This is an optimization exercise on Yosys and OpenROAD, whose aim is small area and a short achievable clock period, not a production implementation.
In this exercise RTL edits were held to simulation tests only and were not proved equivalent to the original.

==> design.v <==
module posit_decode (
  input  logic [31:0]     x,
  input  logic            m16,
  input  logic            m8,
  output logic [24:0]     mw,
  output logic [11:0]     e32,
  output logic [1:0][8:0] e16,
  output logic [3:0][5:0] e8
);
  logic            m32;
  logic [3:0]      f;           
  logic [5:0][31:0] c;          
  logic [4:0][3:0] d;           
  logic            f32;
  logic [1:0]      f16;
  logic [3:0]      f8;
  logic            nz32;
  logic [1:0]      nz16;
  logic [3:0]      nz8;
  logic [4:0]      run32;
  logic [1:0][3:0] run16;
  logic [3:0][2:0] run8;
  logic [5:0]      r32;
  logic [1:0][4:0] r16;
  logic [3:0][3:0] r8;
  assign m32 = ~m16 & ~m8;
  assign f32 = x[31];
  assign f16 = {x[31], x[15]};
  assign f8  = {x[31], x[23], x[15], x[7]};
  assign nz32 = |x;
  assign nz16 = {|x[31:16], |x[15:0]};
  assign nz8  = {|x[31:24], |x[23:16], |x[15:8], |x[7:0]};
  function automatic logic alleq(input logic [15:0] v, input integer k, input logic b);
    alleq = ((v ^ {16{b}}) & ((17'd1 << k) - 17'd1)) == 16'd0;
  endfunction
  always_comb begin
    c[0] = x;
    for (integer t = 0; t < 5; t = t + 1) begin
      integer k;
      k = 16 >> t;
      for (integer s = 0; s < 4; s = s + 1) begin
        logic c32, c16, c8;
        c32 = alleq(16'(c[t][31 -: 16] >> (16 - k)), k, f32);
        c16 = (k <= 8)  ? alleq(16'(c[t][16*(s/2)+15 -: 16] >> (16 - k)), k, f16[s/2]) : 1'b0;
        c8  = (k <= 4)  ? alleq(16'({8'b0, c[t][8*s+7 -: 8]} >> (8 - k)), k, f8[s]) : 1'b0;
        d[t][s] = m8 ? c8 : (m16 ? c16 : c32);
      end
      for (integer j = 0; j < 32; j = j + 1) begin
        logic src;
        integer s;
        s = j / 8;
        if (j - k >= 8 * s)            src = c[t][j-k];
        else if (j - k >= 16 * (s/2))  src = m8 ? 1'b0 : c[t][j-k];
        else if (j - k >= 0)           src = m32 ? c[t][j-k] : 1'b0;
        else                           src = 1'b0;
        c[t+1][j] = d[t][s] ? src : c[t][j];
      end
    end
  end
  assign run32 = {d[0][3], d[1][3], d[2][3], d[3][3], d[4][3]};
  assign run16[1] = {d[1][3], d[2][3], d[3][3], d[4][3]};
  assign run16[0] = {d[1][1], d[2][1], d[3][1], d[4][1]};
  always_comb begin
    for (integer i = 0; i < 4; i = i + 1) run8[i] = {d[2][i], d[3][i], d[4][i]};
  end
  assign r32 = f32 ? ({1'b0, run32} - 6'd1) : (6'd0 - {1'b0, run32});
  always_comb begin
    for (integer i = 0; i < 2; i = i + 1)
      r16[i] = f16[i] ? ({1'b0, run16[i]} - 5'd1) : (5'd0 - {1'b0, run16[i]});
    for (integer i = 0; i < 4; i = i + 1)
      r8[i] = f8[i] ? ({1'b0, run8[i]} - 4'd1) : (4'd0 - {1'b0, run8[i]});
  end
  assign e32 = {r32, c[5][30:25]};
  assign e16[1] = {r16[1], c[5][30:27]};
  assign e16[0] = {r16[0], c[5][14:11]};
  always_comb begin
    for (integer i = 0; i < 4; i = i + 1) e8[i] = {r8[i], c[5][8*i+6 -: 2]};
  end
  always_comb begin
    if (m8) begin
      mw = '0;
      for (integer i = 0; i < 4; i = i + 1) mw[5*i +: 5] = {nz8[i], c[5][8*i+4 -: 4]};
    end else if (m16) begin
      mw = '0;
      mw[10:0]  = {nz16[0], c[5][10:1]};
      mw[24:14] = {nz16[1], c[5][26:17]};
    end else begin
      mw = {nz32, c[5][24:1]};
    end
  end
endmodule
module posit_mul_mant (
  input  logic [24:0] a,
  input  logic [24:0] b,
  input  logic        m16,
  input  logic        m8,
  output logic [49:0] p
);
  logic m32;
  assign m32 = ~m16 & ~m8;
  function automatic integer lane16(input integer i);
    lane16 = (i <= 12) ? 0 : 1;
  endfunction
  function automatic integer lane8(input integer i);
    lane8 = i / 5;
  endfunction
  logic [24:0][49:0] rows;
  always_comb begin
    for (integer i = 0; i < 25; i = i + 1) begin
      rows[i] = '0;
      for (integer j = 0; j < 25; j = j + 1) begin
        logic en;
        en = m32 | (m16 & (lane16(i) == lane16(j))) | (m8 & (lane8(i) == lane8(j)));
        rows[i][i+j] = a[i] & b[j] & en;
      end
    end
    p = '0;
    for (integer i = 0; i < 25; i = i + 1) p = p + rows[i];
  end
endmodule
module posit_add_mant (
  input  logic [27:0]     big,
  input  logic [27:0]     sml,
  input  logic [4:0]      sh32,      
  input  logic [1:0][3:0] sh16,      
  input  logic [3:0][2:0] sh8,       
  input  logic            m16,
  input  logic            m8,
  output logic [27:0]     sum
);
  logic m32;
  logic [5:0][27:0] c;
  logic [4:0][3:0]  d;
  assign m32 = ~m16 & ~m8;
  always_comb begin
    for (integer s = 0; s < 4; s = s + 1) begin
      d[0][s] = m32 & sh32[4];
      d[1][s] = m8 ? 1'b0 : (m16 ? sh16[s/2][3] : sh32[3]);
      d[2][s] = m8 ? sh8[s][2] : (m16 ? sh16[s/2][2] : sh32[2]);
      d[3][s] = m8 ? sh8[s][1] : (m16 ? sh16[s/2][1] : sh32[1]);
      d[4][s] = m8 ? sh8[s][0] : (m16 ? sh16[s/2][0] : sh32[0]);
    end
    c[0] = sml;
    for (integer t = 0; t < 5; t = t + 1) begin
      integer k;
      k = 16 >> t;
      for (integer j = 0; j < 28; j = j + 1) begin
        logic src;
        integer s;
        s = j / 7;
        if (j + k > 27)                     src = 1'b0;
        else if (j + k <= 7 * s + 6)        src = c[t][j+k];
        else if (j + k <= 14 * (s/2) + 13)  src = m8 ? 1'b0 : c[t][j+k];
        else                                src = m32 ? c[t][j+k] : 1'b0;
        c[t+1][j] = d[t][s] ? src : c[t][j];
      end
    end
    sum = big + c[5];
  end
endmodule
module posit_encode (
  input  logic [31:0]     w,
  input  logic [3:0]      g,         
  input  logic [4:0]      s32,
  input  logic [1:0][3:0] s16,
  input  logic [3:0][2:0] s8,
  input  logic            m16,
  input  logic            m8,
  output logic [31:0]     out
);
  logic m32;
  logic [5:0][31:0] c;
  logic [5:0]       r32;
  logic [5:0][1:0]  r16;
  logic [5:0][3:0]  r8;
  logic [4:0][3:0]  d;
  logic [3:0]       fill;
  logic [31:0]      rb;
  assign m32 = ~m16 & ~m8;
  always_comb begin
    for (integer s = 0; s < 4; s = s + 1) begin
      d[0][s] = m32 & s32[4];
      d[1][s] = m8 ? 1'b0 : (m16 ? s16[s/2][3] : s32[3]);
      d[2][s] = m8 ? s8[s][2] : (m16 ? s16[s/2][2] : s32[2]);
      d[3][s] = m8 ? s8[s][1] : (m16 ? s16[s/2][1] : s32[1]);
      d[4][s] = m8 ? s8[s][0] : (m16 ? s16[s/2][0] : s32[0]);
      fill[s] = m8 ? w[8*s+7] : (m16 ? w[16*(s/2)+15] : w[31]);
    end
    c[0] = w;
    r32[0] = g[0];
    r16[0] = {g[2], g[0]};
    r8[0]  = g;
    for (integer t = 0; t < 5; t = t + 1) begin
      integer k;
      k = 16 >> t;
      for (integer j = 0; j < 32; j = j + 1) begin
        logic src;
        integer s;
        s = j / 8;
        if (j + k > 31)                     src = fill[s];
        else if (j + k <= 8 * s + 7)        src = c[t][j+k];
        else if (j + k <= 16 * (s/2) + 15)  src = m8 ? fill[s] : c[t][j+k];
        else                                src = m32 ? c[t][j+k] : fill[s];
        c[t+1][j] = d[t][s] ? src : c[t][j];
      end
      r32[t+1] = d[t][0] ? c[t][k-1] : r32[t];
      for (integer i = 0; i < 2; i = i + 1)
        r16[t+1][i] = (k <= 8 && d[t][2*i]) ? c[t][16*i + k - 1] : r16[t][i];
      for (integer i = 0; i < 4; i = i + 1)
        r8[t+1][i] = (k <= 4 && d[t][i]) ? c[t][8*i + ((k <= 4) ? k : 1) - 1] : r8[t][i];
    end
    rb = '0;
    rb[0]  = m8 ? r8[5][0] : (m16 ? r16[5][0] : r32[5]);
    rb[8]  = m8 ? r8[5][1] : 1'b0;
    rb[16] = m8 ? r8[5][2] : (m16 ? r16[5][1] : 1'b0);
    rb[24] = m8 ? r8[5][3] : 1'b0;
    out = c[5] + rb;
  end
endmodule
module posit_unit (
  input  logic [31:0] in_0,
  input  logic [31:0] in_1,
  input  logic        mul,
  input  logic        m16,
  input  logic        m8,
  output logic [31:0] out
);
  logic m32;
  assign m32 = ~m16 & ~m8;
  logic [24:0]     mw0, mw1;
  logic [11:0]     e32_0, e32_1;
  logic [1:0][8:0] e16_0, e16_1;
  logic [3:0][5:0] e8_0, e8_1;
  posit_decode DEC0 (.x(in_0), .m16(m16), .m8(m8), .mw(mw0), .e32(e32_0), .e16(e16_0), .e8(e8_0));
  posit_decode DEC1 (.x(in_1), .m16(m16), .m8(m8), .mw(mw1), .e32(e32_1), .e16(e16_1), .e8(e8_1));
  logic [49:0] p;
  posit_mul_mant MUL (.a(mw0), .b(mw1), .m16(m16), .m8(m8), .p(p));
  logic [26:0]      pm32;
  logic [1:0][12:0] pm16;
  logic [3:0][6:0]  pm8;
  assign pm32    = p[49:23];
  assign pm16[0] = p[21:9];
  assign pm16[1] = p[49:37];
  always_comb for (integer i = 0; i < 4; i = i + 1) pm8[i] = p[10*i+3 +: 7];
  logic [24:0]      a32_0, a32_1;
  logic [1:0][10:0] a16_0, a16_1;
  logic [3:0][4:0]  a8_0, a8_1;
  assign a32_0 = mw0;
  assign a32_1 = mw1;
  assign a16_0[0] = mw0[10:0];
  assign a16_0[1] = mw0[24:14];
  assign a16_1[0] = mw1[10:0];
  assign a16_1[1] = mw1[24:14];
  always_comb for (integer i = 0; i < 4; i = i + 1) begin
    a8_0[i] = mw0[5*i +: 5];
    a8_1[i] = mw1[5*i +: 5];
  end
  logic            sel32;
  logic [1:0]      sel16;
  logic [3:0]      sel8;
  logic [12:0]     dd32;
  logic [1:0][9:0] dd16;
  logic [3:0][6:0] dd8;
  logic [12:0]     ad32;
  logic [1:0][9:0] ad16;
  logic [3:0][6:0] ad8;
  logic [4:0]      sh32;
  logic [1:0][3:0] sh16;
  logic [3:0][2:0] sh8;
  logic            kill32;
  logic [1:0]      kill16;
  logic [3:0]      kill8;
  logic [11:0]     eb32;
  logic [1:0][8:0] eb16;
  logic [3:0][5:0] eb8;
  always_comb begin
    dd32 = {e32_0[11], e32_0} - {e32_1[11], e32_1};
    sel32 = ~(~mw1[24] | (mw0[24] & ~dd32[12] & (dd32 != 0)));
    ad32 = sel32 ? (13'd0 - dd32) : dd32;
    kill32 = (ad32 > 13'd26);
    sh32 = ad32[4:0];
    eb32 = sel32 ? e32_1 : e32_0;
    for (integer i = 0; i < 2; i = i + 1) begin
      dd16[i] = {e16_0[i][8], e16_0[i]} - {e16_1[i][8], e16_1[i]};
      sel16[i] = ~(~a16_1[i][10] | (a16_0[i][10] & ~dd16[i][9] & (dd16[i] != 0)));
      ad16[i] = sel16[i] ? (10'd0 - dd16[i]) : dd16[i];
      kill16[i] = (ad16[i] > 10'd12);
      sh16[i] = ad16[i][3:0];
      eb16[i] = sel16[i] ? e16_1[i] : e16_0[i];
    end
    for (integer i = 0; i < 4; i = i + 1) begin
      dd8[i] = {e8_0[i][5], e8_0[i]} - {e8_1[i][5], e8_1[i]};
      sel8[i] = ~(~a8_1[i][4] | (a8_0[i][4] & ~dd8[i][6] & (dd8[i] != 0)));
      ad8[i] = sel8[i] ? (7'd0 - dd8[i]) : dd8[i];
      kill8[i] = (ad8[i] > 7'd6);
      sh8[i] = ad8[i][2:0];
      eb8[i] = sel8[i] ? e8_1[i] : e8_0[i];
    end
  end
  logic [27:0] fbig, fsmall, fsum;
  always_comb begin
    fbig = '0;
    fsmall = '0;
    if (m8) begin
      for (integer i = 0; i < 4; i = i + 1) begin
        fbig[7*i+1 +: 5]   = sel8[i] ? a8_1[i] : a8_0[i];
        fsmall[7*i+1 +: 5] = kill8[i] ? 5'd0 : (sel8[i] ? a8_0[i] : a8_1[i]);
      end
    end else if (m16) begin
      for (integer i = 0; i < 2; i = i + 1) begin
        fbig[14*i+1 +: 11]   = sel16[i] ? a16_1[i] : a16_0[i];
        fsmall[14*i+1 +: 11] = kill16[i] ? 11'd0 : (sel16[i] ? a16_0[i] : a16_1[i]);
      end
    end else begin
      fbig[1 +: 25]   = sel32 ? a32_1 : a32_0;
      fsmall[1 +: 25] = kill32 ? 25'd0 : (sel32 ? a32_0 : a32_1);
    end
  end
  posit_add_mant ADD (.big(fbig), .sml(fsmall), .sh32(sh32), .sh16(sh16), .sh8(sh8),
                      .m16(m16), .m8(m8), .sum(fsum));
  logic [26:0]      mo32;
  logic [1:0][12:0] mo16;
  logic [3:0][6:0]  mo8;
  logic [12:0]      eo32;
  logic [1:0][9:0]  eo16;
  logic [3:0][6:0]  eo8;
  always_comb begin
    mo32 = mul ? pm32 : fsum[26:0];
    eo32 = mul ? ({e32_0[11], e32_0} + {e32_1[11], e32_1}) : {eb32[11], eb32};
    for (integer i = 0; i < 2; i = i + 1) begin
      mo16[i] = mul ? pm16[i] : fsum[14*i +: 13];
      eo16[i] = mul ? ({e16_0[i][8], e16_0[i]} + {e16_1[i][8], e16_1[i]}) : {eb16[i][8], eb16[i]};
    end
    for (integer i = 0; i < 4; i = i + 1) begin
      mo8[i] = mul ? pm8[i] : fsum[7*i +: 7];
      eo8[i] = mul ? ({e8_0[i][5], e8_0[i]} + {e8_1[i][5], e8_1[i]}) : {eb8[i][5], eb8[i]};
    end
  end
  logic [12:0]      en32;
  logic [1:0][9:0]  en16;
  logic [3:0][6:0]  en8;
  logic [25:0]      mn32;
  logic [1:0][11:0] mn16;
  logic [3:0][5:0]  mn8;
  always_comb begin
    en32 = eo32 + {12'd0, mo32[26]};
    mn32 = mo32[26] ? mo32[26:1] : mo32[25:0];
    for (integer i = 0; i < 2; i = i + 1) begin
      en16[i] = eo16[i] + {9'd0, mo16[i][12]};
      mn16[i] = mo16[i][12] ? mo16[i][12:1] : mo16[i][11:0];
    end
    for (integer i = 0; i < 4; i = i + 1) begin
      en8[i] = eo8[i] + {6'd0, mo8[i][6]};
      mn8[i] = mo8[i][6] ? mo8[i][6:1] : mo8[i][5:0];
    end
  end
  logic            z32;
  logic [1:0]      z16;
  logic [3:0]      z8;
  logic [32:0]     wd32;
  logic [1:0][16:0] wd16;
  logic [3:0][8:0] wd8;
  logic [4:0]      s32;
  logic [1:0][3:0] s16;
  logic [3:0][2:0] s8;
  always_comb begin
    z32 = ~mn32[25] | ($signed(en32) > $signed(13'd1920)) | ($signed(en32) < $signed(-13'd1984));
    s32 = en32[12] ? ~en32[10:6] : en32[10:6];
    wd32 = z32 ? 33'd0 : {~en32[12], en32[12], en32[5:0], mn32[24:0]};
    for (integer i = 0; i < 2; i = i + 1) begin
      z16[i] = ~mn16[i][11] | ($signed(en16[i]) > $signed(10'd224)) | ($signed(en16[i]) < $signed(-10'd240));
      s16[i] = en16[i][9] ? ~en16[i][7:4] : en16[i][7:4];
      wd16[i] = z16[i] ? 17'd0 : {~en16[i][9], en16[i][9], en16[i][3:0], mn16[i][10:0]};
    end
    for (integer i = 0; i < 4; i = i + 1) begin
      z8[i] = ~mn8[i][5] | ($signed(en8[i]) > $signed(7'd24)) | ($signed(en8[i]) < $signed(-7'd28));
      s8[i] = en8[i][6] ? ~en8[i][4:2] : en8[i][4:2];
      wd8[i] = z8[i] ? 9'd0 : {~en8[i][6], en8[i][6], en8[i][1:0], mn8[i][4:0]};
    end
  end
  logic [31:0] ew;
  logic [3:0]  eg;
  always_comb begin
    if (m8) begin
      for (integer i = 0; i < 4; i = i + 1) begin
        ew[8*i +: 8] = wd8[i][8:1];
        eg[i] = wd8[i][0];
      end
    end else if (m16) begin
      ew = {wd16[1][16:1], wd16[0][16:1]};
      eg = {1'b0, wd16[1][0], 1'b0, wd16[0][0]};
    end else begin
      ew = wd32[32:1];
      eg = {3'b0, wd32[0]};
    end
  end
  posit_encode ENC (.w(ew), .g(eg), .s32(s32), .s16(s16), .s8(s8), .m16(m16), .m8(m8), .out(out));
endmodule
module dpu_pe_operator_top (
  input               clk,
  input        [31:0] in_0,
  input        [31:0] in_1,
  input        [3:0]  opcode,
  input        [1:0]  precision_config,
  output logic [31:0] out
);
  logic [31:0] in_0_q;
  logic [31:0] in_1_q;
  logic [3:0]  opcode_q;
  logic [1:0]  precision_config_q;
  logic [31:0] out_d;
  logic [31:0] posit_out;
  logic        in_0_bigger;
  always_ff @(posedge clk) begin
    in_0_q             <= in_0;
    in_1_q             <= in_1;
    opcode_q           <= opcode;
    precision_config_q <= precision_config;
    out                <= out_d;
  end
  posit_unit PU (.in_0(in_0_q), .in_1(in_1_q), .mul(opcode_q == 4'd2),
                 .m16(precision_config_q == 2'd1), .m8(precision_config_q == 2'd2),
                 .out(posit_out));
  assign in_0_bigger = in_0_q > in_1_q;
  always_comb begin
    case (opcode_q)
      4'd1, 4'd2: out_d = posit_out;
      4'd6:       out_d = in_0_q;
      4'd7:       out_d = in_0_bigger ? in_0_q : in_1_q;
      4'd8:       out_d = in_0_bigger ? in_1_q : in_0_q;
      default:    out_d = '0;
    endcase
  end
endmodule
==> run.sh <==
#!/bin/bash
# synth_recipe.tcl (not shown) runs the flow's synth.tcl, then flattens the netlist and writes it again
# the make line also repeats each setting of config.mk as NAME=value (left out here)
make -C /OpenROAD-flow-scripts/flow DESIGN_CONFIG=/design/flow/config.mk WORK_HOME=/design/flow/orfs CLKGATE_MAP_FILE= SYNTH_SCRIPT=/design/flow/synth_recipe.tcl finish
==> config.mk <==
export PLATFORM = sky130hd
export DESIGN_NAME = dpu_pe_operator_top
export DESIGN_NICKNAME = dpu_pe_operator_top
export VERILOG_FILES = /design/flow/design.v
export SDC_FILE = /design/flow/constraint.sdc
export NUM_CORES = 4
export LEC_CHECK = 0
export CAP_MARGIN = 20
export CORE_MARGIN = 2
export CORE_UTILIZATION = 40
export SLEW_MARGIN = 20
==> constraint.sdc <==
create_clock -name core_clock -period 30.0 [get_ports {clk}]
set_input_delay 6.0000 -clock core_clock [delete_from_list [all_inputs] [get_ports {clk}]]
set_output_delay 6.0000 -clock core_clock [all_outputs]
set_load 0.01 [all_outputs]
==> run notes <==
[worst paths after layout]
| kind | end | slack (ns) | startpoint | cells past startpoint |
|---|---|---|---|---|
| min | out[1]$_DFF_P_ | 0.64 | opcode_q[3]$_DFF_P_ | 1 |
| max | out[19]$_DFF_P_ | 4.20 | in_1_q[30]$_DFF_P_ | 94 |
| min reg2reg | out[1]$_DFF_P_ | 0.64 | opcode_q[3]$_DFF_P_ | 1 |
| max reg2reg | out[19]$_DFF_P_ | 4.20 | in_1_q[30]$_DFF_P_ | 94 |
[cells by family (layout without fill, tap and decap cells)]
logic type	count (synthesis)	in the layout	synth area share, %
buffers and inverters	1179	1033	8.56
flip-flops	102	102	3.69
AO/OA/AOI/OAI	2145	2145	27.6
multiplexers	260	260	4.99
AND/OR/NAND/NOR	2747	2747	23.6
XOR/XNOR	271	271	4.32
other	0	9	0
adder cells (fa/ha/maj)	890	890	27.2
[registers in the layout, summed over array words and instances (netlist names)]
register,flops
precision_config_q,2
out,32
opcode_q,4
in_0_q,32
in_1_q,32
[stage by stage]
stage                     std cells  worst slack (ns)  util [%]
after global routing           9243              3.05      42.6
after detailed placement       9225              5.02      42.4
after global placement         9225              5.31      42.4
after floorplan                7594             10.21         -
final                          9251              4.20      42.7
after CTS                      9241              4.95      42.6
[critical path: cells and delay by family, from the launching register on]
| family | cells | cell delay, ns |
|---|---|---|
| AO/OA/AOI/OAI | 46 | 12.01 |
| AND/OR/NAND/NOR | 23 | 5.44 |
| adder cells (fa/ha/maj) | 13 | 5.38 |
| buffers and inverters | 8 | 1.50 |
| XOR/XNOR | 2 | 0.55 |
| flip-flops | 1 | 0.49 |
| multiplexers | 2 | 0.28 |
[synth_stat cells (30+ instances only)]
master | number | area [um2]
xnor2_1 | 205 | 1800
nand2_1 | 919 | 3450
nor2b_1 | 58 | 363
a21oi_1 | 465 | 2330
a211o_1 | 31 | 272
nand2b_1 | 66 | 413
o21a_1 | 65 | 488
nand3_1 | 197 | 986
inv_1 | 712 | 2670
fa_1 | 525 | 10500
buf_2 | 58 | 290
dfxtp_1 | 102 | 2040
or2_2 | 36 | 225
a31oi_1 | 112 | 701
o21ai_0 | 334 | 1670
o21bai_1 | 56 | 420
and3_1 | 80 | 500
o31ai_1 | 52 | 390
nand4_1 | 86 | 538
ha_1 | 365 | 4570
a21o_1 | 103 | 773
nor2_1 | 689 | 2590
mux2i_1 | 176 | 1760
o211ai_1 | 102 | 766
nor3_1 | 211 | 1060
o2111ai_1 | 34 | 298
xor2_1 | 64 | 561
clkbuf_1 | 294 | 1100
or3_1 | 58 | 363
o21ai_1 | 41 | 205
nor4_1 | 71 | 444
a22oi_1 | 54 | 405
buf_1 | 42 | 158
buf_4 | 37 | 278
a221oi_1 | 30 | 263
a211oi_1 | 85 | 638
o22ai_1 | 63 | 394
and2_1 | 113 | 707
o221ai_1 | 33 | 289
mux2_2 | 71 | 800
[cell type report]
cell class	instances	area [um2]
clock buffer	9	225
clock inverter	7	76.3
inverter	734	2760
antenna	9	22.5
sequential	102	2040
fill	14256	78700
multi-input combinational	6313	48800
timing repair buffer	283	2420
tap	1794	2240
[per-layer routing]
metal  track usage (%)  vias to the layer above  wire length [um]
met3              11.0                      656             36500
met2              56.4                     4050            116000
li1                  -                    26769                 -
met4              15.7                       20             14400
met1              55.4                    30400            121000
met5             0.755                        -               270
==> out/results.tsv <==
metric	value	unit
run_status	timing/DRC/antenna clean	
row_count	136	
grt_pass1_vias	57647	
drt_iter0_markers	9126	
final_max_slew_viol_count	0	
ctsResizeCount	0	
worstMarginPinSlew	1.36	ns
wire_per_inst	31.1	um
ys_ff_latch	102	
finalSetupTns	0	ns
clockBufferDepth	2	
netlist-cell-type-count	154	
synth_warnings	6	
vias	61895	
rsz0062_at_grt	false	
max-slew-margin-rel	9.30	%
netlist_area	55300	um2
die_area	141000	um2
layout-drive-gt1-share	7.55	%
final_antenna_net_count	0	
cts-root-buf	clkbuf_16	
path_clk_slew	0.08	ns
grt_max_degree	110	
hp-class	reg2reg	
firstDrtPassIters	7	
gp_routability_congestion	1.10	
final_common_cell	nand2_1	
synthArstFlopShare	0	%
synthCells	7594	
grt_overflow_total	0	
fp.dieH	376	um
grt.total_usage	39.4	%
maxCapViolCount	0	
port_buffers	102	
placed_cell_area	58200	um2
die_x	376	um
drt-total-wl	288000	um
period_share	86.0	%
cp.required	30.32	ns
post_cts_buffers	0	
area_delta_synth_final	5.83	%
finalHoldViolCount	0	
cp_common_cell	a21oi_1	
final_cell_area	58600	um2
cp-end-kind	register	
clock-sinks	102	
fin_nets	8404	
ioPinCount	103	
start_kind	register	
floorplan.initialDensity	40.3	%
worst_skew_pair.late_latency	0.39	ns
fmax	0.0388	GHz
seq_area_frac_synth	3.69	%
cp_max_fo	31	
grt_pass1_wl	413000	um
drc	0	
cts_tree	built	
synth_edf_count	0	
path_class	reg2reg	
cts_max_level	3	
skew	0.0195	ns
cts_hold_buf	0	
cts_buffers	9	
antenna_found_initial	15	
setup_violations	0	
slowest_stage	o21ai_0	
synth_flop_cell	dfxtp_1	
syn_nets	8555	
worstPathArrival	26.13	ns
final_cell_mix	nand2_1 (918), inv_1 (710), nor2_1 (683)	
syn_avg_cell_area	7.29	um2
hold_slack	0.640	ns
period_minus_slack	25.80	ns
routed_via_density	6.69	
crit_path_max_incr_delay	0.96	ns
coreArea	137000	um2
dp_hpwl	234000	um

## afterwards: timing with drivers on the ports
Ports are ideal in the flow. The routed layout listed here was re-timed in OpenROAD.
Step 1 assumes that a clkbuf_16 drives the clock port and a buf_2 every other input.
Step 2 also shifts input and output timing later by t, the mid clock arrival at the registers, as if the neighbouring blocks saw the same clock.
Slacks: no drivers / after step 1 / after step 2; pairs: no drivers / after step 1.
shift t [ns]: 0.426
setup slack, ns: 4.195 / 4.195 / 4.195
hold WS [ns]: 0.640 / 0.640 / 0.640
worst setup path at the end: register to register
After both steps this run still meets setup and hold. For this run, drivers alone change the setup slack by 0.000 ns; drivers and shift together by 0.000 ns.
